This design comes from an exercise in tuning for small area, a short achievable clock period and few clock cycles per item on the open sky130 flow, not from production work. In this exercise RTL edits were held to simulation tests only and were not proved equivalent to the original.

[flow/run.sh]
#!/bin/bash
set -uo pipefail
export BUFFER_PORTS_ARGS="-buffer_cell sky130_fd_sc_hd__buf_1"
export SYNTH_ARGS="-noabc"
bash standard.sh > flow.log 2>&1
[standard.sh]
#!/bin/bash
# synth_recipe.tcl (not shown) runs the flow's synth.tcl, then flattens the netlist and writes it again
# the make line also repeats each setting of config.mk as NAME=value (left out here)
make -C /OpenROAD-flow-scripts/flow DESIGN_CONFIG=/design/flow/config.mk WORK_HOME=/design/flow/orfs CLKGATE_MAP_FILE= SYNTH_SCRIPT=/design/flow/synth_recipe.tcl "${@:-finish}"
[config.mk]
export PLATFORM = sky130hd
export DESIGN_NAME = fp_carpma
export DESIGN_NICKNAME = fp_carpma
export VERILOG_FILES = /design/flow/design.v
export SDC_FILE = /design/flow/constraint.sdc
export NUM_CORES = 4
export LEC_CHECK = 0
export ABC_AREA = 1
export CAP_MARGIN = 20
export CORE_MARGIN = 2
export CORE_UTILIZATION = 40
export SETUP_SLACK_MARGIN = 4.5
export SLEW_MARGIN = 20
[constraint.sdc]
create_clock -name core_clock -period 10.0 [get_ports {clk_i}]
set_input_delay 2.0000 -clock core_clock [delete_from_list [all_inputs] [get_ports {clk_i}]]
set_output_delay 2.0000 -clock core_clock [all_outputs]
set_load 0.01 [all_outputs]
[design.v]
module fp_carpma(
    input clk_i, rst_i, en_i,
    input [31:0] x1_i, x2_i,
    output [31:0] sonuc_o,
    output done_o
    );
  wire zero = ~|x1_i | ~|x2_i;
  wire [23:0] ma = {1'b1, x1_i[22:0]};
  wire [23:0] mb = {1'b1, x2_i[22:0]};
  reg [1:0] cnt_q;           
  reg [28:0] s_q, c_q;     
  reg cy_q;                  
  reg [7:0] e_q;
  reg sg_q;
  reg z_q;
  wire run = en_i & ~rst_i;
  wire hold = cnt_q[1];
  wire c0 = ~cnt_q[1] & ~cnt_q[0];
  wire c1 = cnt_q[0];
  wire [29:0] r1 = {s_q, cy_q} + {c_q, cy_q};
  wire [24:0] ra = r1[29:5];
  wire [36:0] rin = ({12'd0, ra} & {37{c1}}) | ({ra, 12'd0} & {37{hold}});
  wire [11:0] q = (mb[11:0] & {12{c0}}) | (mb[23:12] & {12{c1}});
  wire [12:0] qx = {q, 1'b0};
  wire [5:0] ng, one, two;
  genvar g;
  generate for (g = 0; g < 6; g = g + 1) begin : bd
    wire b0 = qx[2*g];
    wire b1 = qx[2*g+1];
    wire b2 = qx[2*g+2];
    assign ng[g] = b2;
    assign one[g] = b1 ^ b0;
    assign two[g] = (b2 & ~b1 & ~b0) | (~b2 & b1 & b0);
  end endgenerate
  wire [24:0] bp0 = (({1'b0, ma} & {25{one[0]}}) | ({ma, 1'b0} & {25{two[0]}})) ^ {25{ng[0]}};
  wire [24:0] bp1 = (({1'b0, ma} & {25{one[1]}}) | ({ma, 1'b0} & {25{two[1]}})) ^ {25{ng[1]}};
  wire [24:0] bp2 = (({1'b0, ma} & {25{one[2]}}) | ({ma, 1'b0} & {25{two[2]}})) ^ {25{ng[2]}};
  wire [24:0] bp3 = (({1'b0, ma} & {25{one[3]}}) | ({ma, 1'b0} & {25{two[3]}})) ^ {25{ng[3]}};
  wire [24:0] bp4 = (({1'b0, ma} & {25{one[4]}}) | ({ma, 1'b0} & {25{two[4]}})) ^ {25{ng[4]}};
  wire [24:0] bp5 = (({1'b0, ma} & {25{one[5]}}) | ({ma, 1'b0} & {25{two[5]}})) ^ {25{ng[5]}};
  wire [23:0] pr = ma & {24{q[11]}};
  wire fs0 = rin[1] ^ ng[0] ^ bp0[0];
  wire fc0 = (rin[1] & ng[0]) | (rin[1] & bp0[0]) | (ng[0] & bp0[0]);
  wire fs1 = rin[3] ^ ng[1] ^ bp0[2];
  wire fc1 = (rin[3] & ng[1]) | (rin[3] & bp0[2]) | (ng[1] & bp0[2]);
  wire fs2 = rin[4] ^ bp0[3] ^ bp1[1];
  wire fc2 = (rin[4] & bp0[3]) | (rin[4] & bp1[1]) | (bp0[3] & bp1[1]);
  wire fs3 = rin[5] ^ ng[2] ^ bp0[4];
  wire fc3 = (rin[5] & ng[2]) | (rin[5] & bp0[4]) | (ng[2] & bp0[4]);
  wire fs4 = rin[6] ^ bp0[5] ^ bp1[3];
  wire fc4 = (rin[6] & bp0[5]) | (rin[6] & bp1[3]) | (bp0[5] & bp1[3]);
  wire fs5 = rin[7] ^ ng[3] ^ bp0[6];
  wire fc5 = (rin[7] & ng[3]) | (rin[7] & bp0[6]) | (ng[3] & bp0[6]);
  wire fs6 = bp1[4] ^ bp2[2] ^ bp3[0];
  wire fc6 = (bp1[4] & bp2[2]) | (bp1[4] & bp3[0]) | (bp2[2] & bp3[0]);
  wire hs0 = rin[8] ^ bp0[7];
  wire hc0 = rin[8] & bp0[7];
  wire fs7 = rin[9] ^ ng[4] ^ bp0[8];
  wire fc7 = (rin[9] & ng[4]) | (rin[9] & bp0[8]) | (ng[4] & bp0[8]);
  wire hs1 = rin[10] ^ bp0[9];
  wire hc1 = rin[10] & bp0[9];
  wire fs8 = rin[11] ^ ng[5] ^ bp0[10];
  wire fc8 = (rin[11] & ng[5]) | (rin[11] & bp0[10]) | (ng[5] & bp0[10]);
  wire hs2 = bp1[8] ^ bp2[6];
  wire hc2 = bp1[8] & bp2[6];
  wire fs9 = rin[12] ^ bp0[11] ^ bp1[9];
  wire fc9 = (rin[12] & bp0[11]) | (rin[12] & bp1[9]) | (bp0[11] & bp1[9]);
  wire hs3 = bp2[7] ^ bp3[5];
  wire hc3 = bp2[7] & bp3[5];
  wire fs10 = rin[13] ^ pr[0] ^ bp0[12];
  wire fc10 = (rin[13] & pr[0]) | (rin[13] & bp0[12]) | (pr[0] & bp0[12]);
  wire fs11 = bp1[10] ^ bp2[8] ^ bp3[6];
  wire fc11 = (bp1[10] & bp2[8]) | (bp1[10] & bp3[6]) | (bp2[8] & bp3[6]);
  wire fs12 = rin[14] ^ pr[1] ^ bp0[13];
  wire fc12 = (rin[14] & pr[1]) | (rin[14] & bp0[13]) | (pr[1] & bp0[13]);
  wire fs13 = bp1[11] ^ bp2[9] ^ bp3[7];
  wire fc13 = (bp1[11] & bp2[9]) | (bp1[11] & bp3[7]) | (bp2[9] & bp3[7]);
  wire fs14 = rin[15] ^ pr[2] ^ bp0[14];
  wire fc14 = (rin[15] & pr[2]) | (rin[15] & bp0[14]) | (pr[2] & bp0[14]);
  wire fs15 = bp1[12] ^ bp2[10] ^ bp3[8];
  wire fc15 = (bp1[12] & bp2[10]) | (bp1[12] & bp3[8]) | (bp2[10] & bp3[8]);
  wire fs16 = rin[16] ^ pr[3] ^ bp0[15];
  wire fc16 = (rin[16] & pr[3]) | (rin[16] & bp0[15]) | (pr[3] & bp0[15]);
  wire fs17 = bp1[13] ^ bp2[11] ^ bp3[9];
  wire fc17 = (bp1[13] & bp2[11]) | (bp1[13] & bp3[9]) | (bp2[11] & bp3[9]);
  wire fs18 = rin[17] ^ pr[4] ^ bp0[16];
  wire fc18 = (rin[17] & pr[4]) | (rin[17] & bp0[16]) | (pr[4] & bp0[16]);
  wire fs19 = bp1[14] ^ bp2[12] ^ bp3[10];
  wire fc19 = (bp1[14] & bp2[12]) | (bp1[14] & bp3[10]) | (bp2[12] & bp3[10]);
  wire fs20 = rin[18] ^ pr[5] ^ bp0[17];
  wire fc20 = (rin[18] & pr[5]) | (rin[18] & bp0[17]) | (pr[5] & bp0[17]);
  wire fs21 = bp1[15] ^ bp2[13] ^ bp3[11];
  wire fc21 = (bp1[15] & bp2[13]) | (bp1[15] & bp3[11]) | (bp2[13] & bp3[11]);
  wire fs22 = rin[19] ^ pr[6] ^ bp0[18];
  wire fc22 = (rin[19] & pr[6]) | (rin[19] & bp0[18]) | (pr[6] & bp0[18]);
  wire fs23 = bp1[16] ^ bp2[14] ^ bp3[12];
  wire fc23 = (bp1[16] & bp2[14]) | (bp1[16] & bp3[12]) | (bp2[14] & bp3[12]);
  wire fs24 = rin[20] ^ pr[7] ^ bp0[19];
  wire fc24 = (rin[20] & pr[7]) | (rin[20] & bp0[19]) | (pr[7] & bp0[19]);
  wire fs25 = bp1[17] ^ bp2[15] ^ bp3[13];
  wire fc25 = (bp1[17] & bp2[15]) | (bp1[17] & bp3[13]) | (bp2[15] & bp3[13]);
  wire fs26 = rin[21] ^ pr[8] ^ bp0[20];
  wire fc26 = (rin[21] & pr[8]) | (rin[21] & bp0[20]) | (pr[8] & bp0[20]);
  wire fs27 = bp1[18] ^ bp2[16] ^ bp3[14];
  wire fc27 = (bp1[18] & bp2[16]) | (bp1[18] & bp3[14]) | (bp2[16] & bp3[14]);
  wire fs28 = rin[22] ^ pr[9] ^ bp0[21];
  wire fc28 = (rin[22] & pr[9]) | (rin[22] & bp0[21]) | (pr[9] & bp0[21]);
  wire fs29 = bp1[19] ^ bp2[17] ^ bp3[15];
  wire fc29 = (bp1[19] & bp2[17]) | (bp1[19] & bp3[15]) | (bp2[17] & bp3[15]);
  wire fs30 = rin[23] ^ pr[10] ^ bp0[22];
  wire fc30 = (rin[23] & pr[10]) | (rin[23] & bp0[22]) | (pr[10] & bp0[22]);
  wire fs31 = bp1[20] ^ bp2[18] ^ bp3[16];
  wire fc31 = (bp1[20] & bp2[18]) | (bp1[20] & bp3[16]) | (bp2[18] & bp3[16]);
  wire fs32 = rin[24] ^ pr[11] ^ bp0[23];
  wire fc32 = (rin[24] & pr[11]) | (rin[24] & bp0[23]) | (pr[11] & bp0[23]);
  wire fs33 = bp1[21] ^ bp2[19] ^ bp3[17];
  wire fc33 = (bp1[21] & bp2[19]) | (bp1[21] & bp3[17]) | (bp2[19] & bp3[17]);
  wire fs34 = rin[25] ^ pr[12] ^ bp0[24];
  wire fc34 = (rin[25] & pr[12]) | (rin[25] & bp0[24]) | (pr[12] & bp0[24]);
  wire fs35 = bp1[22] ^ bp2[20] ^ bp3[18];
  wire fc35 = (bp1[22] & bp2[20]) | (bp1[22] & bp3[18]) | (bp2[20] & bp3[18]);
  wire fs36 = 1'b1 ^ rin[26] ^ pr[13];
  wire fc36 = (1'b1 & rin[26]) | (1'b1 & pr[13]) | (rin[26] & pr[13]);
  wire fs37 = ~ng[0] ^ bp1[23] ^ bp2[21];
  wire fc37 = (~ng[0] & bp1[23]) | (~ng[0] & bp2[21]) | (bp1[23] & bp2[21]);
  wire hs4 = bp3[19] ^ bp4[17];
  wire hc4 = bp3[19] & bp4[17];
  wire fs38 = 1'b1 ^ rin[27] ^ pr[14];
  wire fc38 = (1'b1 & rin[27]) | (1'b1 & pr[14]) | (rin[27] & pr[14]);
  wire fs39 = bp1[24] ^ bp2[22] ^ bp3[20];
  wire fc39 = (bp1[24] & bp2[22]) | (bp1[24] & bp3[20]) | (bp2[22] & bp3[20]);
  wire hs5 = bp4[18] ^ bp5[16];
  wire hc5 = bp4[18] & bp5[16];
  wire fs40 = rin[28] ^ pr[15] ^ ~ng[1];
  wire fc40 = (rin[28] & pr[15]) | (rin[28] & ~ng[1]) | (pr[15] & ~ng[1]);
  wire fs41 = bp2[23] ^ bp3[21] ^ bp4[19];
  wire fc41 = (bp2[23] & bp3[21]) | (bp2[23] & bp4[19]) | (bp3[21] & bp4[19]);
  wire fs42 = 1'b1 ^ rin[29] ^ pr[16];
  wire fc42 = (1'b1 & rin[29]) | (1'b1 & pr[16]) | (rin[29] & pr[16]);
  wire hs6 = bp2[24] ^ bp3[22];
  wire hc6 = bp2[24] & bp3[22];
  wire fs43 = rin[30] ^ pr[17] ^ ~ng[2];
  wire fc43 = (rin[30] & pr[17]) | (rin[30] & ~ng[2]) | (pr[17] & ~ng[2]);
  wire hs7 = 1'b1 ^ rin[31];
  wire hc7 = 1'b1 & rin[31];
  wire fs44 = rin[2] ^ bp0[1] ^ fc0;
  wire fc44 = (rin[2] & bp0[1]) | (rin[2] & fc0) | (bp0[1] & fc0);
  wire fs45 = bp1[2] ^ bp2[0] ^ fc2;
  wire fc45 = (bp1[2] & bp2[0]) | (bp1[2] & fc2) | (bp2[0] & fc2);
  wire fs46 = bp2[1] ^ fc3 ^ fs4;
  wire fc46 = (bp2[1] & fc3) | (bp2[1] & fs4) | (fc3 & fs4);
  wire fs47 = fc4 ^ fs5 ^ fs6;
  wire fc47 = (fc4 & fs5) | (fc4 & fs6) | (fs5 & fs6);
  wire fs48 = bp1[5] ^ bp2[3] ^ bp3[1];
  wire fc48 = (bp1[5] & bp2[3]) | (bp1[5] & bp3[1]) | (bp2[3] & bp3[1]);
  wire hs8 = hs0 ^ fc5;
  wire hc8 = hs0 & fc5;
  wire fs49 = bp1[6] ^ bp2[4] ^ bp3[2];
  wire fc49 = (bp1[6] & bp2[4]) | (bp1[6] & bp3[2]) | (bp2[4] & bp3[2]);
  wire fs50 = bp4[0] ^ hc0 ^ fs7;
  wire fc50 = (bp4[0] & hc0) | (bp4[0] & fs7) | (hc0 & fs7);
  wire fs51 = bp1[7] ^ bp2[5] ^ bp3[3];
  wire fc51 = (bp1[7] & bp2[5]) | (bp1[7] & bp3[3]) | (bp2[5] & bp3[3]);
  wire fs52 = bp4[1] ^ hs1 ^ fc7;
  wire fc52 = (bp4[1] & hs1) | (bp4[1] & fc7) | (hs1 & fc7);
  wire fs53 = bp3[4] ^ bp4[2] ^ bp5[0];
  wire fc53 = (bp3[4] & bp4[2]) | (bp3[4] & bp5[0]) | (bp4[2] & bp5[0]);
  wire fs54 = hc1 ^ hs2 ^ fs8;
  wire fc54 = (hc1 & hs2) | (hc1 & fs8) | (hs2 & fs8);
  wire fs55 = bp4[3] ^ bp5[1] ^ hc2;
  wire fc55 = (bp4[3] & bp5[1]) | (bp4[3] & hc2) | (bp5[1] & hc2);
  wire fs56 = hs3 ^ fc8 ^ fs9;
  wire fc56 = (hs3 & fc8) | (hs3 & fs9) | (fc8 & fs9);
  wire fs57 = bp4[4] ^ bp5[2] ^ hc3;
  wire fc57 = (bp4[4] & bp5[2]) | (bp4[4] & hc3) | (bp5[2] & hc3);
  wire fs58 = fc9 ^ fs10 ^ fs11;
  wire fc58 = (fc9 & fs10) | (fc9 & fs11) | (fs10 & fs11);
  wire fs59 = bp4[5] ^ bp5[3] ^ fc10;
  wire fc59 = (bp4[5] & bp5[3]) | (bp4[5] & fc10) | (bp5[3] & fc10);
  wire fs60 = fc11 ^ fs12 ^ fs13;
  wire fc60 = (fc11 & fs12) | (fc11 & fs13) | (fs12 & fs13);
  wire fs61 = bp4[6] ^ bp5[4] ^ fc12;
  wire fc61 = (bp4[6] & bp5[4]) | (bp4[6] & fc12) | (bp5[4] & fc12);
  wire fs62 = fc13 ^ fs14 ^ fs15;
  wire fc62 = (fc13 & fs14) | (fc13 & fs15) | (fs14 & fs15);
  wire fs63 = bp4[7] ^ bp5[5] ^ fc14;
  wire fc63 = (bp4[7] & bp5[5]) | (bp4[7] & fc14) | (bp5[5] & fc14);
  wire fs64 = fc15 ^ fs16 ^ fs17;
  wire fc64 = (fc15 & fs16) | (fc15 & fs17) | (fs16 & fs17);
  wire fs65 = bp4[8] ^ bp5[6] ^ fc16;
  wire fc65 = (bp4[8] & bp5[6]) | (bp4[8] & fc16) | (bp5[6] & fc16);
  wire fs66 = fc17 ^ fs18 ^ fs19;
  wire fc66 = (fc17 & fs18) | (fc17 & fs19) | (fs18 & fs19);
  wire fs67 = bp4[9] ^ bp5[7] ^ fc18;
  wire fc67 = (bp4[9] & bp5[7]) | (bp4[9] & fc18) | (bp5[7] & fc18);
  wire fs68 = fc19 ^ fs20 ^ fs21;
  wire fc68 = (fc19 & fs20) | (fc19 & fs21) | (fs20 & fs21);
  wire fs69 = bp4[10] ^ bp5[8] ^ fc20;
  wire fc69 = (bp4[10] & bp5[8]) | (bp4[10] & fc20) | (bp5[8] & fc20);
  wire fs70 = fc21 ^ fs22 ^ fs23;
  wire fc70 = (fc21 & fs22) | (fc21 & fs23) | (fs22 & fs23);
  wire fs71 = bp4[11] ^ bp5[9] ^ fc22;
  wire fc71 = (bp4[11] & bp5[9]) | (bp4[11] & fc22) | (bp5[9] & fc22);
  wire fs72 = fc23 ^ fs24 ^ fs25;
  wire fc72 = (fc23 & fs24) | (fc23 & fs25) | (fs24 & fs25);
  wire fs73 = bp4[12] ^ bp5[10] ^ fc24;
  wire fc73 = (bp4[12] & bp5[10]) | (bp4[12] & fc24) | (bp5[10] & fc24);
  wire fs74 = fc25 ^ fs26 ^ fs27;
  wire fc74 = (fc25 & fs26) | (fc25 & fs27) | (fs26 & fs27);
  wire fs75 = bp4[13] ^ bp5[11] ^ fc26;
  wire fc75 = (bp4[13] & bp5[11]) | (bp4[13] & fc26) | (bp5[11] & fc26);
  wire fs76 = fc27 ^ fs28 ^ fs29;
  wire fc76 = (fc27 & fs28) | (fc27 & fs29) | (fs28 & fs29);
  wire fs77 = bp4[14] ^ bp5[12] ^ fc28;
  wire fc77 = (bp4[14] & bp5[12]) | (bp4[14] & fc28) | (bp5[12] & fc28);
  wire fs78 = fc29 ^ fs30 ^ fs31;
  wire fc78 = (fc29 & fs30) | (fc29 & fs31) | (fs30 & fs31);
  wire fs79 = bp4[15] ^ bp5[13] ^ fc30;
  wire fc79 = (bp4[15] & bp5[13]) | (bp4[15] & fc30) | (bp5[13] & fc30);
  wire fs80 = fc31 ^ fs32 ^ fs33;
  wire fc80 = (fc31 & fs32) | (fc31 & fs33) | (fs32 & fs33);
  wire fs81 = bp4[16] ^ bp5[14] ^ fc32;
  wire fc81 = (bp4[16] & bp5[14]) | (bp4[16] & fc32) | (bp5[14] & fc32);
  wire fs82 = fc33 ^ fs34 ^ fs35;
  wire fc82 = (fc33 & fs34) | (fc33 & fs35) | (fs34 & fs35);
  wire fs83 = bp5[15] ^ fs36 ^ hs4;
  wire fc83 = (bp5[15] & fs36) | (bp5[15] & hs4) | (fs36 & hs4);
  wire fs84 = fc34 ^ fc35 ^ fs37;
  wire fc84 = (fc34 & fc35) | (fc34 & fs37) | (fc35 & fs37);
  wire fs85 = fc36 ^ hc4 ^ fs38;
  wire fc85 = (fc36 & hc4) | (fc36 & fs38) | (hc4 & fs38);
  wire fs86 = hs5 ^ fc37 ^ fs39;
  wire fc86 = (hs5 & fc37) | (hs5 & fs39) | (fc37 & fs39);
  wire fs87 = bp5[17] ^ fc38 ^ hc5;
  wire fc87 = (bp5[17] & fc38) | (bp5[17] & hc5) | (fc38 & hc5);
  wire fs88 = fs40 ^ fc39 ^ fs41;
  wire fc88 = (fs40 & fc39) | (fs40 & fs41) | (fc39 & fs41);
  wire fs89 = bp4[20] ^ bp5[18] ^ fc40;
  wire fc89 = (bp4[20] & bp5[18]) | (bp4[20] & fc40) | (bp5[18] & fc40);
  wire fs90 = fs42 ^ hs6 ^ fc41;
  wire fc90 = (fs42 & hs6) | (fs42 & fc41) | (hs6 & fc41);
  wire fs91 = bp3[23] ^ bp4[21] ^ bp5[19];
  wire fc91 = (bp3[23] & bp4[21]) | (bp3[23] & bp5[19]) | (bp4[21] & bp5[19]);
  wire fs92 = fc42 ^ hc6 ^ fs43;
  wire fc92 = (fc42 & hc6) | (fc42 & fs43) | (hc6 & fs43);
  wire fs93 = hs7 ^ pr[18] ^ bp3[24];
  wire fc93 = (hs7 & pr[18]) | (hs7 & bp3[24]) | (pr[18] & bp3[24]);
  wire fs94 = bp4[22] ^ bp5[20] ^ fc43;
  wire fc94 = (bp4[22] & bp5[20]) | (bp4[22] & fc43) | (bp5[20] & fc43);
  wire fs95 = rin[32] ^ hc7 ^ pr[19];
  wire fc95 = (rin[32] & hc7) | (rin[32] & pr[19]) | (hc7 & pr[19]);
  wire fs96 = ~ng[3] ^ bp4[23] ^ bp5[21];
  wire fc96 = (~ng[3] & bp4[23]) | (~ng[3] & bp5[21]) | (bp4[23] & bp5[21]);
  wire fs97 = 1'b1 ^ rin[33] ^ pr[20];
  wire fc97 = (1'b1 & rin[33]) | (1'b1 & pr[20]) | (rin[33] & pr[20]);
  wire hs9 = bp4[24] ^ bp5[22];
  wire hc9 = bp4[24] & bp5[22];
  wire fs98 = rin[34] ^ pr[21] ^ ~ng[4];
  wire fc98 = (rin[34] & pr[21]) | (rin[34] & ~ng[4]) | (pr[21] & ~ng[4]);
  wire hs10 = 1'b1 ^ rin[35];
  wire hc10 = 1'b1 & rin[35];
  wire fs99 = bp1[0] ^ fs1 ^ fc44;
  wire fc99 = (bp1[0] & fs1) | (bp1[0] & fc44) | (fs1 & fc44);
  wire hs11 = fc6 ^ fs48;
  wire hc11 = fc6 & fs48;
  wire fs100 = fc48 ^ fs49 ^ hc8;
  wire fc100 = (fc48 & fs49) | (fc48 & hc8) | (fs49 & hc8);
  wire fs101 = fc49 ^ fs51 ^ fc50;
  wire fc101 = (fc49 & fs51) | (fc49 & fc50) | (fs51 & fc50);
  wire fs102 = fc51 ^ fs53 ^ fc52;
  wire fc102 = (fc51 & fs53) | (fc51 & fc52) | (fs53 & fc52);
  wire fs103 = fc53 ^ fs55 ^ fc54;
  wire fc103 = (fc53 & fs55) | (fc53 & fc54) | (fs55 & fc54);
  wire fs104 = fc55 ^ fs57 ^ fc56;
  wire fc104 = (fc55 & fs57) | (fc55 & fc56) | (fs57 & fc56);
  wire fs105 = fc57 ^ fc58 ^ fs59;
  wire fc105 = (fc57 & fc58) | (fc57 & fs59) | (fc58 & fs59);
  wire fs106 = fc59 ^ fc60 ^ fs61;
  wire fc106 = (fc59 & fc60) | (fc59 & fs61) | (fc60 & fs61);
  wire fs107 = fc61 ^ fc62 ^ fs63;
  wire fc107 = (fc61 & fc62) | (fc61 & fs63) | (fc62 & fs63);
  wire fs108 = fc63 ^ fc64 ^ fs65;
  wire fc108 = (fc63 & fc64) | (fc63 & fs65) | (fc64 & fs65);
  wire fs109 = fc65 ^ fc66 ^ fs67;
  wire fc109 = (fc65 & fc66) | (fc65 & fs67) | (fc66 & fs67);
  wire fs110 = fc67 ^ fc68 ^ fs69;
  wire fc110 = (fc67 & fc68) | (fc67 & fs69) | (fc68 & fs69);
  wire fs111 = fc69 ^ fc70 ^ fs71;
  wire fc111 = (fc69 & fc70) | (fc69 & fs71) | (fc70 & fs71);
  wire fs112 = fc71 ^ fc72 ^ fs73;
  wire fc112 = (fc71 & fc72) | (fc71 & fs73) | (fc72 & fs73);
  wire fs113 = fc73 ^ fc74 ^ fs75;
  wire fc113 = (fc73 & fc74) | (fc73 & fs75) | (fc74 & fs75);
  wire fs114 = fc75 ^ fc76 ^ fs77;
  wire fc114 = (fc75 & fc76) | (fc75 & fs77) | (fc76 & fs77);
  wire fs115 = fc77 ^ fc78 ^ fs79;
  wire fc115 = (fc77 & fc78) | (fc77 & fs79) | (fc78 & fs79);
  wire fs116 = fc79 ^ fc80 ^ fs81;
  wire fc116 = (fc79 & fc80) | (fc79 & fs81) | (fc80 & fs81);
  wire fs117 = fs83 ^ fc81 ^ fc82;
  wire fc117 = (fs83 & fc81) | (fs83 & fc82) | (fc81 & fc82);
  wire fs118 = fc83 ^ fs85 ^ fc84;
  wire fc118 = (fc83 & fs85) | (fc83 & fc84) | (fs85 & fc84);
  wire fs119 = fc85 ^ fs87 ^ fc86;
  wire fc119 = (fc85 & fs87) | (fc85 & fc86) | (fs87 & fc86);
  wire fs120 = fc87 ^ fs89 ^ fc88;
  wire fc120 = (fc87 & fs89) | (fc87 & fc88) | (fs89 & fc88);
  wire fs121 = fs91 ^ fc89 ^ fs92;
  wire fc121 = (fs91 & fc89) | (fs91 & fs92) | (fc89 & fs92);
  wire fs122 = fc91 ^ fs93 ^ fc92;
  wire fc122 = (fc91 & fs93) | (fc91 & fc92) | (fs93 & fc92);
  wire fs123 = fs95 ^ fc93 ^ fs96;
  wire fc123 = (fs95 & fc93) | (fs95 & fs96) | (fc93 & fs96);
  wire fs124 = fc95 ^ fs97 ^ hs9;
  wire fc124 = (fc95 & fs97) | (fc95 & hs9) | (fs97 & hs9);
  wire fs125 = bp5[23] ^ fc97 ^ hc9;
  wire fc125 = (bp5[23] & fc97) | (bp5[23] & hc9) | (fc97 & hc9);
  wire fs126 = hs10 ^ pr[22] ^ bp5[24];
  wire fc126 = (hs10 & pr[22]) | (hs10 & bp5[24]) | (pr[22] & bp5[24]);
  wire fs127 = rin[36] ^ hc10 ^ pr[23];
  wire fc127 = (rin[36] & hc10) | (rin[36] & pr[23]) | (hc10 & pr[23]);
  wire fs128 = fc1 ^ fs2 ^ fc99;
  wire fc128 = (fc1 & fs2) | (fc1 & fc99) | (fs2 & fc99);
  wire hs12 = fs3 ^ fs45;
  wire hc12 = fs3 & fs45;
  wire hs13 = fc45 ^ fs46;
  wire hc13 = fc45 & fs46;
  wire hs14 = fc46 ^ fs47;
  wire hc14 = fc46 & fs47;
  wire fs129 = hs8 ^ hs11 ^ fc47;
  wire fc129 = (hs8 & hs11) | (hs8 & fc47) | (hs11 & fc47);
  wire fs130 = hc11 ^ fs50 ^ fs100;
  wire fc130 = (hc11 & fs50) | (hc11 & fs100) | (fs50 & fs100);
  wire fs131 = fs52 ^ fc100 ^ fs101;
  wire fc131 = (fs52 & fc100) | (fs52 & fs101) | (fc100 & fs101);
  wire fs132 = fs54 ^ fc101 ^ fs102;
  wire fc132 = (fs54 & fc101) | (fs54 & fs102) | (fc101 & fs102);
  wire fs133 = fs56 ^ fc102 ^ fs103;
  wire fc133 = (fs56 & fc102) | (fs56 & fs103) | (fc102 & fs103);
  wire fs134 = fs58 ^ fc103 ^ fs104;
  wire fc134 = (fs58 & fc103) | (fs58 & fs104) | (fc103 & fs104);
  wire fs135 = fs60 ^ fc104 ^ fs105;
  wire fc135 = (fs60 & fc104) | (fs60 & fs105) | (fc104 & fs105);
  wire fs136 = fs62 ^ fc105 ^ fs106;
  wire fc136 = (fs62 & fc105) | (fs62 & fs106) | (fc105 & fs106);
  wire fs137 = fs64 ^ fc106 ^ fs107;
  wire fc137 = (fs64 & fc106) | (fs64 & fs107) | (fc106 & fs107);
  wire fs138 = fs66 ^ fc107 ^ fs108;
  wire fc138 = (fs66 & fc107) | (fs66 & fs108) | (fc107 & fs108);
  wire fs139 = fs68 ^ fc108 ^ fs109;
  wire fc139 = (fs68 & fc108) | (fs68 & fs109) | (fc108 & fs109);
  wire fs140 = fs70 ^ fc109 ^ fs110;
  wire fc140 = (fs70 & fc109) | (fs70 & fs110) | (fc109 & fs110);
  wire fs141 = fs72 ^ fc110 ^ fs111;
  wire fc141 = (fs72 & fc110) | (fs72 & fs111) | (fc110 & fs111);
  wire fs142 = fs74 ^ fc111 ^ fs112;
  wire fc142 = (fs74 & fc111) | (fs74 & fs112) | (fc111 & fs112);
  wire fs143 = fs76 ^ fc112 ^ fs113;
  wire fc143 = (fs76 & fc112) | (fs76 & fs113) | (fc112 & fs113);
  wire fs144 = fs78 ^ fc113 ^ fs114;
  wire fc144 = (fs78 & fc113) | (fs78 & fs114) | (fc113 & fs114);
  wire fs145 = fs80 ^ fc114 ^ fs115;
  wire fc145 = (fs80 & fc114) | (fs80 & fs115) | (fc114 & fs115);
  wire fs146 = fs82 ^ fc115 ^ fs116;
  wire fc146 = (fs82 & fc115) | (fs82 & fs116) | (fc115 & fs116);
  wire fs147 = fs84 ^ fc116 ^ fs117;
  wire fc147 = (fs84 & fc116) | (fs84 & fs117) | (fc116 & fs117);
  wire fs148 = fs86 ^ fc117 ^ fs118;
  wire fc148 = (fs86 & fc117) | (fs86 & fs118) | (fc117 & fs118);
  wire fs149 = fs88 ^ fc118 ^ fs119;
  wire fc149 = (fs88 & fc118) | (fs88 & fs119) | (fc118 & fs119);
  wire fs150 = fs90 ^ fc119 ^ fs120;
  wire fc150 = (fs90 & fc119) | (fs90 & fs120) | (fc119 & fs120);
  wire fs151 = fc90 ^ fs121 ^ fc120;
  wire fc151 = (fc90 & fs121) | (fc90 & fc120) | (fs121 & fc120);
  wire fs152 = fs94 ^ fc121 ^ fs122;
  wire fc152 = (fs94 & fc121) | (fs94 & fs122) | (fc121 & fs122);
  wire fs153 = fc94 ^ fs123 ^ fc122;
  wire fc153 = (fc94 & fs123) | (fc94 & fc122) | (fs123 & fc122);
  wire fs154 = fc96 ^ fs124 ^ fc123;
  wire fc154 = (fc96 & fs124) | (fc96 & fc123) | (fs124 & fc123);
  wire fs155 = fs98 ^ fc124 ^ fs125;
  wire fc155 = (fs98 & fc124) | (fs98 & fs125) | (fc124 & fs125);
  wire fs156 = fc98 ^ fs126 ^ fc125;
  wire fc156 = (fc98 & fs126) | (fc98 & fc125) | (fs126 & fc125);
  wire fs157 = ~ng[5] ^ fs127 ^ fc126;
  wire fc157 = (~ng[5] & fs127) | (~ng[5] & fc126) | (fs127 & fc126);
  wire [36:0] ts = {fs157, fc155, fs155, fs154, fc152, fs152, fc150, fc149, fc148, fc147, fc146, fc145, fc144, fc143, fc142, fc141, fc140, fc139, fc138, fc137, fc136, fc135, fc134, fc133, fc132, fc131, fc130, fc129, hc14, hc13, hc12, hs12, fs128, fs99, fs44, fs0, rin[0]};
  wire [36:0] tc = {fc156, fs156, fc154, fc153, fs153, fc151, fs151, fs150, fs149, fs148, fs147, fs146, fs145, fs144, fs143, fs142, fs141, fs140, fs139, fs138, fs137, fs136, fs135, fs134, fs133, fs132, fs131, fs130, fs129, hs14, hs13, fc128, 1'b0, 1'b0, 1'b0, 1'b0, 1'b0};
  wire [8:0] lo_sum = ts[7:0] + tc[7:0];
  always @(posedge clk_i) begin
    cnt_q <= run ? (hold ? cnt_q : cnt_q + 2'd1) : 2'd0;
    s_q <= ts[36:8];
    c_q <= tc[36:8];
    cy_q <= lo_sum[8];
    e_q <= x1_i[30:23] + x2_i[30:23] + 8'd129;
    sg_q <= x1_i[31] ^ x2_i[31];
    z_q <= zero;
  end
  wire [22:0] man = ra[24] ? ra[23:1] : ra[22:0];
  wire [7:0] e_inc = e_q + 8'd1;
  wire [7:0] e = ra[24] ? e_inc : e_q;
  assign sonuc_o = {sg_q, e, man} & {32{~z_q}};
  assign done_o = hold;
endmodule
==> summary.txt, run 1 <==
- Area share of the largest cell type after synthesis: 26.3%
- Area grow syn2layout: 8.28%
- Initial core utilization: 40.7%
- Synth cell count leaders: nand2_1, inv_1, xor2_1
- CP Capture Type: flop
- Yosys top cell by area: fa_1
- Later-pin clock latency in the skew report: 360 ps
- WL met3: 4390 um
- WS Path Type: input port to flop
- Count of cell types in the netlist: 48
- DR WL met2: 16300 um
- Sequential share of the synthesized area: 12.5%
- Critical path's largest stage delay: 550 ps
- Reg-to-reg endpoint: c_q[17]
- Period utilization: 53.9%
- Avg Cell Area, Syn: 8.07 um2
- Total global-route track usage: about a quarter
- Worst EP arrival: 5590 ps
- Syn_nets: 1686
- CP Max Fanout: 29
- Critical-path top delay cell: fa_1
- Cts bufs inserted: 9
- Ys flop type: dfxtp_1
- Top-count cell post-synth: nand2_1
- Synthesized area: 11300 um2
- R2R Setup Slk: 4830 ps
- Synthesized instance count: 1406
- WP buf/inv: 4
- Hold Fails Final Rpt: 0
- WL final: 38800 um
- Crit path max-delay family: adder cells
- Cell mode on critical path: fa_1
- Htree depth: 3
- Routed WL per cell: 21.2 um
- Post-DP Area: 11900 um2
- Post-DP HPWL: 29600 um
- Startpoint types: input port
- Share of cells above drive strength 1: 6.12%
- Clk sinks: 71
- # DRC: 0
- GR Overflow Total: 0
- Fin util: 44.1%
- Final setup violating endpoints: 0
- DRT Pass-1 Iters: 5
- Vias per cell: 5.56
- N_diodes: 0
- Tightest Hold Check Type: flop to flop
- Final RePlAce weighted congestion: 0.956
- Cell-by-cell trace of the critical path: buf_1, inv_1, o22ai_4, buf_8, inv_2, nand3_1, o21a_4, o22ai_1, xor2_1, fa_1, fa_1, fa_1, fa_1
- IO Pins: 100
- Cts hold-fix bufs: 0
- Post-detailed-route count of antenna-violating nets: 0
- Core area: 27900 um2
- Fmax: 186 MHz
- Worst Tran Pin Value: roughly 1200 ps
- R2R depth: 14
- Crit Reg-Reg Startpoint: cnt_q[1]
- Ys async rst share: 0%
- Clk slew on worst S/H paths: 70 ps
- Via count: 10.2k
- Post-CTS setup buffers: 0
- Final hold slack: 741 ps
- Pin count of the biggest net entering global routing: 38
- Iter 0 DRT Violations: 866
- CTS Root Cell: clkbuf_16
- Worst Skew: 21.3 ps
- Rel. slew slack: between 20% and 30%
- Max-cap violations: 0
- CTS tree: done
- Post-layout nets: approximately 1.7k
- Hold path depth: 2
- Post-route cell area: between 10000 and 15000 um2
- Warnings, synthesis: 1
- Top cells by area, synth: fa_1, dfxtp_1, xor2_1, nand2_1, ha_1
- Die height: 172 um
- Die X: 172 um
- Setup TNS: 0 ps
- Data required, critical path: 10200 ps
- First-pass GRT wire length: 59100 um
- FP Rows: 61
- Max-slew violation count: 0
- Die area: 29700 um2
- Vias in the first global route: ~10k
- Post-synth EDFFs: 0
- Flops & latches, synth: 71
- Max layer used: met4
- Hold Startpoint: cnt_q[1]
- Initial antenna violation count: 0
- RSZ-0062 raised after global routing: no
- Status: timing/DRC/antenna clean
- Min Clock Period, post-route: roughly 5400 ps
- Buffer depth of the longest clock path: 2
- # port buffers: 99
- DRT met1 WL: 16300 um
- Hold Crit Endpoint: s_q[28]
## per-stage QoR
| step | worst slack, ps | instances |
|---|---|---|
| after floorplan | 4950 | 1406 |
| after global placement | 3890 | 1814 |
| after detailed placement | 3690 | 1814 |
| after CTS | 4520 | 1830 |
| after global routing | 4500 | 1832 |
| final | 4610 | 1832 |
## worst max-delay path by stage
stage / start / endpoint / slack (ps) / cells past startpoint
after CTS: x2_i[12] / c_q[12] / 4520 / 11
final: x2_i[17] / c_q[18] / 4610 / 13
after floorplan: x2_i[13] / c_q[19] / 4950 / 14
after global placement: x2_i[12] / c_q[4] / 3890 / 11
after detailed placement: x2_i[12] / c_q[14] / 3690 / 11
after global routing: x2_i[15] / c_q[20] / 4500 / 14
## registers in the layout, summed over array words and instances, names as in the netlist
register  cells
e_q           8
sg_q          1
cy_q          1
c_q          29
z_q           1
s_q          29
cnt_q         2
## metal layers
layer	global-route usage, %	vias up
li1	-	4693
met2	39.1	523
met5	0	-
met4	12.3	0
met1	35.7	4891
met3	8.29	82
## worst register-to-register path, cell delays in order (launching register included)
cell	delay (ps)
dfxtp_1	630
clkinv_2	420
ha_1	430
inv_2	250
o22ai_4	120
buf_8	220
inv_2	160
nand3_1	240
o21a_4	300
o22ai_1	200
xor2_1	230
fa_1	460
fa_1	410
fa_1	560
fa_1	430
## cell families (layout without fill, tap and decap cells)
family                   Yosys count  after routing  share of synthesized area (%)
buffers and inverters            253            299                           9.50
AO/OA/AOI/OAI                    254            256                           15.1
adder cells (fa/ha/maj)          213            213                           33.4
flip-flops                        71             71                           12.5
AND/OR/NAND/NOR                  449            449                           16.6
XOR/XNOR                         166            166                           12.9
## placed cells by master, fill, tap and decap left out, types with 2 or more instances in the layout
cell type | synthesis | final
a21oi_1 | 48 | 48
a21oi_2 | 4 | 4
and2_1 | 2 | 2
buf_1 | 9 | 99
buf_4 | 2 | 5
buf_8 | 1 | 4
clkbuf_16 | 0 | 9
clkinv_2 | 0 | 2
clkinvlp_4 | 0 | 4
dfxtp_1 | 71 | 70
fa_1 | 149 | 149
ha_1 | 64 | 64
inv_1 | 163 | 162
inv_2 | 8 | 4
inv_4 | 0 | 3
inv_6 | 0 | 2
nand2_1 | 268 | 266
nand2_2 | 4 | 5
nand2_4 | 2 | 3
nand3_1 | 33 | 32
nand3_2 | 1 | 2
nand3b_1 | 4 | 4
nand4_1 | 16 | 16
nor2_1 | 89 | 89
nor2_2 | 2 | 2
nor3_1 | 9 | 9
nor4_1 | 16 | 16
o211ai_2 | 4 | 4
o21a_4 | 0 | 2
o21ai_0 | 21 | 21
o21ai_1 | 12 | 11
o21bai_1 | 8 | 8
o22ai_1 | 123 | 123
o22ai_2 | 24 | 21
o22ai_4 | 1 | 4
xnor2_1 | 9 | 9
xor2_1 | 156 | 156
## what timing repair did
action | in CTS | in global routing
setup endpoints to repair | 47 | 39
resized for setup | 12 | 18
gates cloned | 0 | 2
endpoints found under the hold margin | 0 | 0
pin swaps | 0 | 1
## final cells by class
type                       count  area [um2]
fill                        2834       15600
multi-input combinational   1084        8940
sequential                    71        1420
inverter                     174         672
timing repair buffer         109         480
tap                          378         473
clock buffer                  10         229
clock inverter                 6        70.1
Testbench counts, summed over its fixed seeds: cycles 7,192, items 2,400.
==> inputs of run 2 (changes only) <==
--- a/config.mk
+++ b/config.mk
@@ -10,4 +10,4 @@
 export CORE_MARGIN = 2
 export CORE_UTILIZATION = 40
-export SETUP_SLACK_MARGIN = 4.5
+export SETUP_SLACK_MARGIN = 5
 export SLEW_MARGIN = 20
==> run 2 against run 1 <==
  * Register-to-register slack gained 410 ps
  * Critical endpoint is now c_q[8]
  * Non-clock buffer count grew 54
  * First-iteration DRC count grew 41%
  * Die area is the same
  * Global-route usage grew 1.5 points
  * Core utilization grew 4.4 points
  * Still clean
==> summary.txt, run 2 <==
- Status: timing/DRC/antenna clean
- Synthesized instance count: between 1k and 1.5k
- Max-slew violation count: 0
- Via count: 10.8k
- Count of cell types in the netlist: 48
- FP Rows: just over 60
- Fillers: 2667
- Reg-to-reg endpoint: c_q[9]
- Core area: 27900 um2
- Hold Crit Endpoint: s_q[28]
- Avg Cell Area, Syn: between 8 and 9 um2
- Pre-CTS setup slack: 3860 ps
- Post-layout nets: 1792
- Synth cell count leaders: nand2_1, inv_1, xor2_1
- Syn_nets: 1686
- Cts hold-fix bufs: 0
- CP Max Fanout: 12
- Post-synth EDFFs: 0
- DRT Pass-1 Iters: 5
- Ys async rst share: 0%
- Setup TNS: 0 ps
- Flops & latches, synth: 71
- WL final: 42100 um
- Clk slew on worst S/H paths: 60 ps
- Clk sinks: 71
- Final setup violating endpoints: 0
- Later-pin clock latency in the skew report: approximately 360 ps
- Total global-route track usage: 28.2%
- Post-DP Area: around 12000 um2
- Hold path depth: 2
- Hold Fails Final Rpt: 0
- Vias per cell: 5.70
- # port buffers: 99
- Rel. slew slack: between 20% and 30%
- N_diodes: 0
- First-pass GRT wire length: 62500 um
- Htree depth: 3
- # DRC: 0
- Startpoint types: input port
- Buffer depth of the longest clock path: 2
- Hold Startpoint: cnt_q[1]
- Sequential share of the synthesized area: 12.5%
- Period utilization: ~50%
- Worst Setup Slack, final: 5020 ps
- Fmax: 201 MHz
- Worst EP arrival: 5200 ps
- Area grow syn2layout: 19.2%
- CTS tree: done
- CP Capture Type: flop
- Warnings, synthesis: 1
- Iter 0 DRT Violations: 1222
- R2R depth: 13
- Final RePlAce weighted congestion: 0.900
- Pin count of the biggest net entering global routing: 38
- Vias in the first global route: 10.6k
- Worst Skew: 19.1 ps
- Cts bufs inserted: 9
- Most common cell after layout, fill and taps aside: nand2_1
- WS Path Type: input port to flop
- Initial antenna violation count: 1
- Max-cap violations: 0
- Die X: 172 um
- Share of cells above drive strength 1: 14.6%
- Min Clock Period, post-route: 4980 ps
- RSZ-0062 raised after global routing: yes
- Crit Reg-Reg Startpoint: cnt_q[0]
- Tightest Hold Check Type: flop to flop
- Yosys top cell by area: fa_1
- Commonest non-fill, non-tap cells in the layout: nand2_1, inv_1, xor2_1
- Routed WL per cell: around 22 um
- Top-count cell post-synth: nand2_1
- Data required, critical path: 10220 ps
- Area share of the largest cell type after synthesis: about a quarter
- Post-route cell area: between 10000 and 15000 um2
- CTS Root Cell: clkbuf_16
- GR Overflow Total: 0
- Top cells by area, synth: fa_1, dfxtp_1, xor2_1, nand2_1, ha_1
- Largest regs: c_q (29), s_q (29), e_q (8)
- Die height: 172 um
- Die area: 29700 um2
- Post-detailed-route count of antenna-violating nets: 0
- Post-DP HPWL: 29400 um
- Ys flop type: dfxtp_1
- Initial core utilization: slightly above 40%
- Worst Tran Pin Value: 1120 ps
- IO Pins: 100
- Synthesized area: 11300 um2
- R2R Setup Slk: 5240 ps
## run 2: cell counts after synthesis
Identical to the previous run, type by type.
## run 2: area by class of cell
cell class                 instances  area (um2)  share of cell area (%)
clock buffer                      10         229                    1.69
clock inverter                     6        92.6                   0.685
inverter                         174         709                    5.25
multi-input combinational       1087        9350                    69.2
sequential                        71        1420                    10.5
tap                              378         473                    3.50
timing repair buffer             163        1170                    8.64
timing repair inverter             6        73.8                   0.546
## run 2: layer usage
layer	global-route usage, %	vias to the layer above	share of wire, %
li1	-	4815	-
met1	38.0	5134	40
met3	7.10	150	12
met2	43.5	697	43
met5	0.174	-	0.031
met4	10.9	2	5.3
## run 2: cell families (layout without fill, tap and decap cells)
| kind of cell | count (synthesis) | in the layout | share of synthesized area, % |
|---|---|---|---|
| and+or+nand+nor | 449 | 450 | 16.6 |
| AOI/OAI and AO/OA | 254 | 258 | 15.1 |
| buffers and inverters | 253 | 359 | 9.50 |
| adders and majority gates | 213 | 213 | 33.4 |
| xor gates and xnor gates | 166 | 166 | 12.9 |
| DFF | 71 | 71 | 12.5 |
## run 2: worst max-delay path, cell delays in order
cell	delay, ps
buf_1	90
nand2_2	90
o21ai_4	70
buf_12	150
inv_1	160
nand2_1	130
nand2_4	140
inv_8	80
o22ai_1	190
xor2_1	230
fa_2	520
fa_2	390
fa_2	550
fa_1	400
## run 2: worst max path at each step
stage / start / to / cells after the start
after floorplan: x2_i[15] / c_q[10] / 12
after CTS: x2_i[17] / c_q[8] / 13
after detailed placement: x2_i[12] / c_q[14] / 11
final: x2_i[1] / c_q[8] / 14
after global placement: x2_i[17] / c_q[18] / 13
after global routing: x2_i[1] / c_q[8] / 14
## run 2: metrics by stage
stage	hold WS (ps)	util (%)	cells
after floorplan	573	-	1406
after global placement	658	42.6	1814
after detailed placement	681	42.7	1814
after CTS	702	46.0	1859
after global routing	806	48.5	1895
final	731	48.5	1895
## run 2: repair_timing
action                     4_1_cts  5_1_grt
pin swaps                       13       63
resized for setup               62       91
buffers inserted                16       31
cloned                          13        5
setup endpoints to repair       54       54
==> inputs of run 3 (changes only) <==
--- a/config.mk
+++ b/config.mk
@@ -10,4 +10,4 @@
 export CORE_MARGIN = 2
 export CORE_UTILIZATION = 40
-export SETUP_SLACK_MARGIN = 5
+export SETUP_SLACK_MARGIN = 4.75
 export SLEW_MARGIN = 20
==> run 3 against run 2 <==
  * Critical path type unchanged
  * Die area did not move
  * Critical path depth decreased by 2
  * Still clean on timing, DRC and antenna
==> summary.txt, run 3 <==
- Synthesized area: 11300 um2
- Commonest non-fill, non-tap cells in the layout: nand2_1, inv_1, xor2_1
- Iter 0 DRT Violations: 1044
- Post-detailed-route count of antenna-violating nets: 0
- Critical path's largest stage delay: between 500 and 600 ps
- Max-slew violation count: 0
- Vias in the first global route: 10.1k
- Yosys top cell by area: fa_1
- Area share of the largest cell type after synthesis: 26.3%
- Fillers: 2779
- Startpoint types: input port
- Pin count of the biggest net entering global routing: 38
- GR Overflow Total: 0
- Post-DP Area: 11900 um2
- Rel. slew slack: approximately 18%
- Post-DP HPWL: 29600 um
- WS Path Type: input port to flop
- Synth cell count leaders: nand2_1, inv_1, xor2_1
- Largest regs: c_q (29), s_q (29), e_q (8)
- Status: timing/DRC/antenna clean
- WP buf/inv: 3
- Critical-path top delay cell: fa_1
- Placed Cells: 1814
- Final RePlAce weighted congestion: 0.956
- Data required, critical path: 10210 ps
- Via count: roughly 11k
- Warnings, synthesis: 1
- Cell mode on critical path: fa_1
- Share of cells above drive strength 1: 8.48%
- Die area: 29700 um2
- Initial core utilization: between 40% and 50%
- Period utilization: 51.6%
- Final setup violating endpoints: 0
- Clk sinks: 71
- Routed WL per cell: ~22 um
- Worst Skew: 20.3 ps
- WL final: 40800 um
- Top-count cell post-synth: nand2_1
- Fin util: 45.7%
- Vias per cell: 5.65
- Post-layout nets: 1761
- IO Pins: 100
- Count of cell types in the netlist: 48
- # DRC: 0
- Crit path max-delay family: adder cells
- CP Capture Type: flop
- Syn_nets: 1686
- Later-pin clock latency in the skew report: 360 ps
- Flops & latches, synth: 71
- Top cells by area, synth: fa_1, dfxtp_1, xor2_1, nand2_1, ha_1
- N_diodes: 0
- Area of the multi-input gates: 9000 um2
- Area grow syn2layout: 12.2%
- FP Rows: roughly 60
- Finished Layout Cells: between 1.5k and 2k
- Ys flop type: dfxtp_1
- Total global-route track usage: 26.9%
- RSZ-0062 raised after global routing: no
- CTS tree: done
- Max-cap violations: 0
- Cell-by-cell trace of the critical path: buf_1, nand2_1, o21ai_4, buf_12, buf_4, o211ai_4, o22ai_1, xor2_1, fa_1, fa_1, fa_1, fa_1
- Core area: 27900 um2
- Tightest Hold Check Type: flop to flop
- Buffer depth of the longest clock path: 2
- DRT Pass-1 Iters: 8
- Cts hold-fix bufs: 0
- Die height: 172 um
- CTS Root Cell: clkbuf_16
- Worst Setup Slack, final: 4840 ps
- Initial antenna violation count: 0
- Post-route cell area: 12700 um2
- Worst Tran Pin Value: 1220 ps
- Min Clock Period, post-route: 5160 ps
- Fmax: approximately 190 MHz
- Setup TNS: 0 ps
- Sequential share of the synthesized area: between 10% and 20%
- Clk slew on worst S/H paths: 70 ps
- Most common cell after layout, fill and taps aside: nand2_1
- FF+latch area: 1420 um2
- Cts bufs inserted: 9
- Htree depth: 3
- Synthesized instance count: around 1.4k
- Avg Cell Area, Syn: 8.07 um2
- Die X: 172 um
- First-pass GRT wire length: 59600 um
- Worst EP arrival: 5370 ps
- Pre-CTS setup slack: 3690 ps
- Hold Fails Final Rpt: 0
- # port buffers: 99
- CP Max Fanout: 12
- Ys async rst share: 0%
- Post-synth EDFFs: 0
==> run 3: cell families after synthesis <==
logic type | count (synthesis) | synth area share (%)
adders and majority gates | 213 | 33.4
and+or+nand+nor | 449 | 16.6
DFF | 71 | 12.5
AOI/OAI and AO/OA | 254 | 15.1
buffers and inverters | 253 | 9.50
xor gates and xnor gates | 166 | 12.9
==> run 3: final cells by class <==
cell class                      instances  share of cell area (%)
Timing Repair inverter                  3                   0.177
Timing Repair Buffer                  137                    6.40
Tap cell                              378                    3.72
Clock buffer                           10                    1.80
Inverter                              174                    5.49
Clock inverter                          6                   0.550
Multi-Input combinational cell       1085                    70.7
Sequential cell                        71                    11.2
==> run 3: repair_timing <==
item | in CTS | in global routing
gates resized for setup | 26 | 27
pin swaps | 0 | 3
setup endpoints to repair | 49 | 43
endpoints found under the hold margin | 0 | 0
gates cloned | 2 | 9
buffers inserted | 0 | 23
==> run 3: worst paths after layout <==
check	startpoint	end	slack [ps]	depth (start not counted)
setup / recovery	x2_i[1]	c_q[12]	4840	12
hold / removal	cnt_q[1]	s_q[28]	740	2
setup reg to reg	cnt_q[1]	c_q[6]	4930	15
hold reg to reg	cnt_q[1]	s_q[28]	740	2
==> run 3: worst min-delay path, delay by kind of cell, from the launching register on <==
family | cells | cell delay, ps
and+or+nand+nor | 2 | 230
DFF | 1 | 460
==> run 3: per-layer routing <==
metal,global-route usage (%),vias to the layer above,share of wire (%)
met4,11.8,0,5.2
li1,-,4757,-
met3,7.71,129,12
met5,0,-,0
met1,36.7,5011,41
met2,39.6,636,42
==> run 3: through the flow <==
step	hold WS [ps]
final	741
after global routing	776
after CTS	727
after detailed placement	708
after global placement	684
after floorplan	573
==> inputs of run 4 (changes only) <==
--- a/design.v
+++ b/design.v
@@ -21,15 +21,16 @@
   wire [24:0] ra = r1[29:5];
   wire [36:0] rin = ({12'd0, ra} & {37{c1}}) | ({ra, 12'd0} & {37{hold}});
-  wire [11:0] q = (mb[11:0] & {12{c0}}) | (mb[23:12] & {12{c1}});
-  wire [12:0] qx = {q, 1'b0};
+  wire [12:0] lx = {mb[11:0], 1'b0};
+  wire [12:0] hx = {mb[23:12], 1'b0};
   wire [5:0] ng, one, two;
+  wire q11 = (mb[11] & c0) | (mb[23] & c1);
   genvar g;
   generate for (g = 0; g < 6; g = g + 1) begin : bd
-    wire b0 = qx[2*g];
-    wire b1 = qx[2*g+1];
-    wire b2 = qx[2*g+2];
-    assign ng[g] = b2;
-    assign one[g] = b1 ^ b0;
-    assign two[g] = (b2 & ~b1 & ~b0) | (~b2 & b1 & b0);
+    wire l0 = lx[2*g], l1 = lx[2*g+1], l2 = lx[2*g+2];
+    wire h0 = hx[2*g], h1 = hx[2*g+1], h2 = hx[2*g+2];
+    assign ng[g] = (l2 & c0) | (h2 & c1);
+    assign one[g] = ((l1 ^ l0) & c0) | ((h1 ^ h0) & c1);
+    assign two[g] = (((l2 & ~l1 & ~l0) | (~l2 & l1 & l0)) & c0) |
+                    (((h2 & ~h1 & ~h0) | (~h2 & h1 & h0)) & c1);
   end endgenerate
   wire [24:0] bp0 = (({1'b0, ma} & {25{one[0]}}) | ({ma, 1'b0} & {25{two[0]}})) ^ {25{ng[0]}};
@@ -39,5 +40,5 @@
   wire [24:0] bp4 = (({1'b0, ma} & {25{one[4]}}) | ({ma, 1'b0} & {25{two[4]}})) ^ {25{ng[4]}};
   wire [24:0] bp5 = (({1'b0, ma} & {25{one[5]}}) | ({ma, 1'b0} & {25{two[5]}})) ^ {25{ng[5]}};
-  wire [23:0] pr = ma & {24{q[11]}};
+  wire [23:0] pr = ma & {24{q11}};
   wire fs0 = rin[1] ^ ng[0] ^ bp0[0];
   wire fc0 = (rin[1] & ng[0]) | (rin[1] & bp0[0]) | (ng[0] & bp0[0]);
--- a/config.mk
+++ b/config.mk
@@ -10,4 +10,5 @@
 export CORE_MARGIN = 2
 export CORE_UTILIZATION = 40
+export PLACE_DENSITY = 0.8
 export SETUP_SLACK_MARGIN = 4.75
 export SLEW_MARGIN = 20
==> run 4 against run 3 <==
  * Still clean on timing, DRC and antenna
  * Non-clock buffer count stayed put
  * Sequential share of layout area is 0.11 points higher
  * Synthesized area is 0.84% lower
  * Maximum frequency is 3.1% lower
  * Clock skew is 12 ps lower
  * Critical path depth stayed put
==> summary.txt, run 4 <==
- Fillers: 2535
- WS Path Type: input port to flop
- Routed WL per cell: 20.6 um
- # port buffers: 99
- Warnings, synthesis: 1
- RSZ-0062 raised after global routing: yes
- Cts bufs inserted: 9
- Area of the multi-input gates: 8960 um2
- Vias in the first global route: ~11k
- Pin count of the biggest net entering global routing: 36
- Most common cell after layout, fill and taps aside: nand2_1
- Area share of the largest cell type after synthesis: 26.5%
- Max-slew violation count: 0
- DRT Pass-1 Iters: 6
- Hold Startpoint: cnt_q[1]
- Post-detailed-route count of antenna-violating nets: 0
- Top-count cell post-synth: nand2_1
- Crit Reg-Reg Startpoint: cnt_q[0]
- Ys async rst share: 0%
- Core area: 27700 um2
- Initial core utilization: 40.6%
- Avg Cell Area, Syn: 7.80 um2
- Flops & latches, synth: 71
- CTS tree: done
- Worst Setup Slack, final: 4680 ps
- Htree depth: 3
- Buffer depth of the longest clock path: 2
- Synthesized area: 11200 um2
- Clk sinks: 71
- CP Max Fanout: 6
- First-pass GRT wire length: 58400 um
- Sequential share of the synthesized area: 12.6%
- R2R Setup Slk: 5010 ps
- Final RePlAce weighted congestion: between 1 and 1.5
- Period utilization: 53.2%
- Die height: 172 um
- CTS Root Cell: clkbuf_16
- CP startpoint: x2_i[14]
- WL final: 39200 um
- Rel. slew slack: 41.8%
- N_diodes: 0
- GR Overflow Total: 0
- Synth cell count leaders: nand2_1, inv_1, xor2_1
- Vias per cell: 5.85
- # DRC: 0
- Pre-CTS setup slack: 4200 ps
- Data required, critical path: just over 10000 ps
- Max-cap violations: 0
- IO Pins: 100
- Syn_nets: 1724
- Synthesized instance count: 1443
- Largest regs: c_q (29), s_q (29), e_q (8)
- Min Clock Period, post-route: ~5300 ps
- Top cells by area, synth: fa_1, dfxtp_1, xor2_1, nand2_1, o22ai_1
- Ys flop type: dfxtp_1
- Yosys top cell by area: fa_1
- Initial antenna violation count: 0
- FF+latch area: 1420 um2
- Count of cell types in the netlist: between 40 and 50
- FP Rows: a little over 60
- Later-pin clock latency in the skew report: 340 ps
- Share of cells above drive strength 1: under 10%
- Post-synth EDFFs: 0
- CP Capture Type: flop
- Area grow syn2layout: 12.0%
- Tightest Hold Check Type: flop to flop
- Fmax: about 190 MHz
- Worst EP arrival: 5530 ps
- Post-layout nets: 1802
- Final setup violating endpoints: 0
- Hold Fails Final Rpt: 0
- Die area: approximately 29000 um2
- Worst Skew: 8.60 ps
- Post-route cell area: roughly 13000 um2
- Iter 0 DRT Violations: around 1.3k
- Worst Tran Pin Value: 872 ps
- Via count: 11.1k
- Commonest non-fill, non-tap cells in the layout: nand2_1, inv_1, xor2_1
- Setup TNS: 0 ps
- Status: timing/DRC/antenna clean
- Startpoint types: input port
- Clk slew on worst S/H paths: 60 ps
- Post-DP Area: roughly 12000 um2
- Fin util: 45.5%
- Die X: approximately 170 um
- Post-DP HPWL: ~28000 um
- Total global-route track usage: 25.8%
-- run 4: changes by cell type after synthesis, sizes merged, moves of 4 or more --
cell / change
a21oi: +11
buf: -21
clkbuf: +21
inv: +5
nand2: -8
nor2: +22
nor3: +4
o22ai: -4
xnor2: +4
-- run 4: final cells by class --
type                       instances  share of cell area [%]
clock buffer                      10                    1.82
clock inverter                     6                   0.566
inverter                         177                    5.57
multi-input combinational       1116                    71.1
sequential                        71                    11.3
tap                              378                    3.75
timing repair buffer             137                    5.33
timing repair inverter             9                   0.536
-- run 4: logic make-up (layout without fill, tap and decap cells) --
group	Yosys count	after routing	share of synthesized area [%]
AND/OR/NAND/NOR	467	467	17.3
AO/OA/AOI/OAI	262	262	13.9
buffers and inverters	256	339	8.98
adder cells (fa/ha/maj)	214	214	33.7
XOR/XNOR	173	173	13.5
flip-flops	71	71	12.6
-- run 4: through the flow --
step	std cells	hold slack, ps
CTS	1881	746
finish	1904	744
global placement	1849	717
global route	1904	803
floorplan	1443	736
detailed placement	1849	717
-- run 4: worst max-delay path: stages --
cell and delay (ps):
buf_1 180, inv_1 80, nor2_1 80, o21ai_0 90, nand2_2 330, clkinvlp_4 320
o22ai_1 290, xor2_1 300, fa_1 480, fa_1 430, fa_1 530, fa_1 400
-- run 4: final timing paths --
check / end / depth (start not counted)
setup / recovery: c_q[12] / 12
hold / removal: s_q[28] / 2
setup reg to reg: cy_q / 14
hold reg to reg: s_q[28] / 2
-- run 4: what timing repair did --
item	in CTS	in global routing
hold buffers	0	0
pin swaps	0	4
endpoints found under the setup margin	41	55
resized for setup	21	33
buffers inserted	10	20
gates cloned	6	3
-- run 4: layer usage --
| layer | routed length (um) | track usage [%] | up-vias |
|---|---|---|---|
| met5 | 0 | 0 | - |
| met1 | 13700 | 30.6 | 5154 |
| met3 | 4860 | 7.23 | 253 |
| met2 | 17800 | 42.2 | 846 |
| li1 | - | - | 4877 |
| met4 | 2860 | 14.0 | 0 |
Testbench counts of run 4, summed over its fixed seeds: cycles 7,192, items 2,400.
==> inputs of run 5 (changes only) <==
--- a/config.mk
+++ b/config.mk
@@ -6,9 +6,7 @@
 export NUM_CORES = 4
 export LEC_CHECK = 0
-export ABC_AREA = 1
 export CAP_MARGIN = 20
 export CORE_MARGIN = 2
 export CORE_UTILIZATION = 40
-export PLACE_DENSITY = 0.8
 export SETUP_SLACK_MARGIN = 4.75
 export SLEW_MARGIN = 20
==> run 5 against run 4 <==
  * Still clean on timing, DRC and antenna
  * Cell area shrank 1.4%
  * Clock skew increased by 0.71 ps
  * Die area shrank 4.6%
  * Sequential share of layout area up 0.21 points
  * Non-clock buffer count is 4 higher
  * Count of clock-buffer cells in the layout is 1 lower
==> summary.txt, run 5 <==
- Initial antenna violation count: 1
- Max-cap violations: 0
- Worst Tran Pin Value: 1010 ps
- Fmax: 189 MHz
- Core area: 26200 um2
- Period utilization: around 53%
- RSZ-0062 raised after global routing: yes
- N_diodes: 0
- Vias in the first global route: 9306
- Top cells by area, synth: fa_1, xnor2_1, dfxtp_1, a22oi_1, ha_1
- Post-DP HPWL: around 25000 um
- Worst EP arrival: 3290 ps
- Syn_nets: about 1.4k
- Via count: 9526
- Fin util: a little under half
- Finished Layout Cells: 1569
- Pin count of the biggest net entering global routing: around 50
- Iter 0 DRT Violations: roughly 890
- Startpoint types: flop
- WS Path Type: flop to output pin
- Clk sinks: 71
- Buffer depth of the longest clock path: 2
- Top-count cell post-synth: xnor2_1
- FP Rows: between 50 and 60
- Warnings, synthesis: 1
- Post-synth EDFFs: 0
- Max-slew violation count: 0
- Area grow syn2layout: 15.9%
- Sequential share of the synthesized area: 13.3%
- Die height: 168 um
- CTS tree: done
- Setup TNS: 0 ps
- Synthesized instance count: 1158
- First-pass GRT wire length: 54600 um
- # DRC: 0
- Share of cells above drive strength 1: between 10% and 20%
- Pre-CTS setup slack: 4130 ps
- CP Max Fanout: 5
- Tightest Hold Check Type: flop to flop
- Post-layout nets: 1510
- Flops & latches, synth: 71
- Initial core utilization: 40.9%
- Ys flop type: dfxtp_1
- Total global-route track usage: between 20% and 30%
- Die area: 28100 um2
- # port buffers: 99
- Worst Setup Slack, final: around 4700 ps
- Area share of the largest cell type after synthesis: 27.8%
- Hold Fails Final Rpt: 0
- Commonest non-fill, non-tap cells in the layout: xnor2_1, fa_1, a22oi_1
- Avg Cell Area, Syn: 9.25 um2
- WL final: 36100 um
- Routed WL per cell: about 23 um
- Htree depth: 3
- Final RePlAce weighted congestion: just over 0.9
- Final setup violating endpoints: 0
- Later-pin clock latency in the skew report: 350 ps
- Die X: 168 um
- Count of cell types in the netlist: 60
- Data required, critical path: about 8000 ps
- Worst Skew: around 9.3 ps
- Cts bufs inserted: 9
- Placed Cells: approximately 1.5k
- DRT Pass-1 Iters: 5
- CP Capture Type: output pin
- Min Clock Period, post-route: 5290 ps
- IO Pins: 100
- Synth cell count leaders: xnor2_1, fa_1, a22oi_1
- CTS Root Cell: clkbuf_16
- Synthesized area: 10700 um2
- Clk slew on worst S/H paths: 60 ps
- Status: timing/DRC/antenna clean
- GR Overflow Total: 0
- Yosys top cell by area: fa_1
- Post-detailed-route count of antenna-violating nets: 0
- Ys async rst share: 0%
- Rel. slew slack: 32.6%
- Most common cell after layout, fill and taps aside: xnor2_1
- Largest regs: c_q (29), s_q (29), e_q (8)
- Vias per cell: 6.07
run 5: cell count changes after synthesis, sizes merged, moves of 67 or more:
cell   previous run  this run
nor2            113        46
a22oi             1       138
inv             176        50
o22ai           144         3
xor2            159        19
nand2           266        98
xnor2            14       170
run 5: critical path: stages (launching register included):
cell and delay [ps]:
dfxtp_2 330, ha_4 230, a211o_1 270, a2111o_1 390
o2111ai_4 270, buf_6 140, nand3_4 110, a211oi_4 310
buf_6 140, nor2_4 40, o211a_1 230, nor4_2 270
buf_2 190
run 5: final cells by class:
class                      count  area [um2]
clock buffer                   9         225
clock inverter                 7        82.6
fill                        2494       13800
inverter                      50         198
multi-input combinational    956        9290
sequential                    71        1430
tap                          335         419
timing repair buffer         141         776
run 5: repair_timing:
action / CTS / global route
cloned: 2 / 3
pin swaps: 15 / 24
resized for setup: 51 / 87
setup buffers: 14 / 15
endpoints found under the setup margin: 61 / 76
hold buffers: 0 / 0
run 5: cells by family (layout without fill, tap and decap cells):
logic type	count (synthesis)	in the layout	share of synthesized area (%)
and+or+nand+nor	246	251	11.0
adders and majority gates	214	214	35.4
DFF	71	71	13.3
xor gates and xnor gates	189	189	15.4
AOI/OAI and AO/OA	301	301	20.0
muxes	1	1	0.0934
buffers and inverters	136	207	4.81
run 5: per-stage QoR:
stage | area [um2] | hold WS, ps
floorplan | 10700 | 735
global placement | 11300 | 668
detailed placement | 11300 | 674
CTS | 11900 | 682
global route | 12400 | 699
finish | 12400 | 682
run 5: routing by layer:
metal	global-route usage [%]	routed length, um	vias up
met4	7.75	846	2
met2	38.1	16100	521
met5	0	9	-
met3	6.33	3390	73
li1	-	-	4195
met1	35.5	15800	4735
run 5: path summary, 6_finish.rpt:
path	from	to	slack, ps	cells past startpoint
worst max register to register	cnt_q[0]	c_q[17]	5070	10
worst min register to register	cnt_q[1]	cnt_q[1]	680	3
worst max-delay path	s_q[6]	sonuc_o[20]	4710	12
worst min-delay path	cnt_q[1]	cnt_q[1]	680	3

[afterwards: timing with drivers on the ports]
The results above use ideal ports. As a check the final layouts listed here were re-extracted and re-timed, cells and wires unchanged. Step 1 (the two cells are an assumption about what drives the block):
set clk [get_ports {clk_i}]
set_driving_cell -lib_cell sky130_fd_sc_hd__clkbuf_16 $clk
set_driving_cell -lib_cell sky130_fd_sc_hd__buf_2 [delete_from_list [all_inputs] $clk]
Step 2 adds t to the input delays and takes it off the output delays; t is the mean of the earliest and latest rising clock arrival at the registers after step 1. Input paths then give back, and output paths get back, about the clock's delay inside the block. Three values: no drivers, after step 1, after step 2; two values: the first two.
run	shift t [ns]	setup slack, ns	latest minus earliest clock arrival (ns)	worst register clock-pin slew, ns
run 1	0.390	4.612 / 4.630 / 4.240	0.022 / 0.021	0.08 / 0.08
run 2	0.397	5.024 / 5.029 / 4.654	0.019 / 0.019	0.08 / 0.08
run 3	0.389	4.840 / 4.858 / 4.469	0.020 / 0.020	0.08 / 0.08
run 4	0.379	4.678 / 4.697 / 4.318	0.010 / 0.010	0.07 / 0.07
run 5	0.394	4.711 / 4.663 / 4.557	0.009 / 0.010	0.07 / 0.07
After both steps setup and hold are still met in every run listed. The setup slack of run 1, which loses most, moves by +0.018 ns with the drivers and by -0.372 ns with both steps.
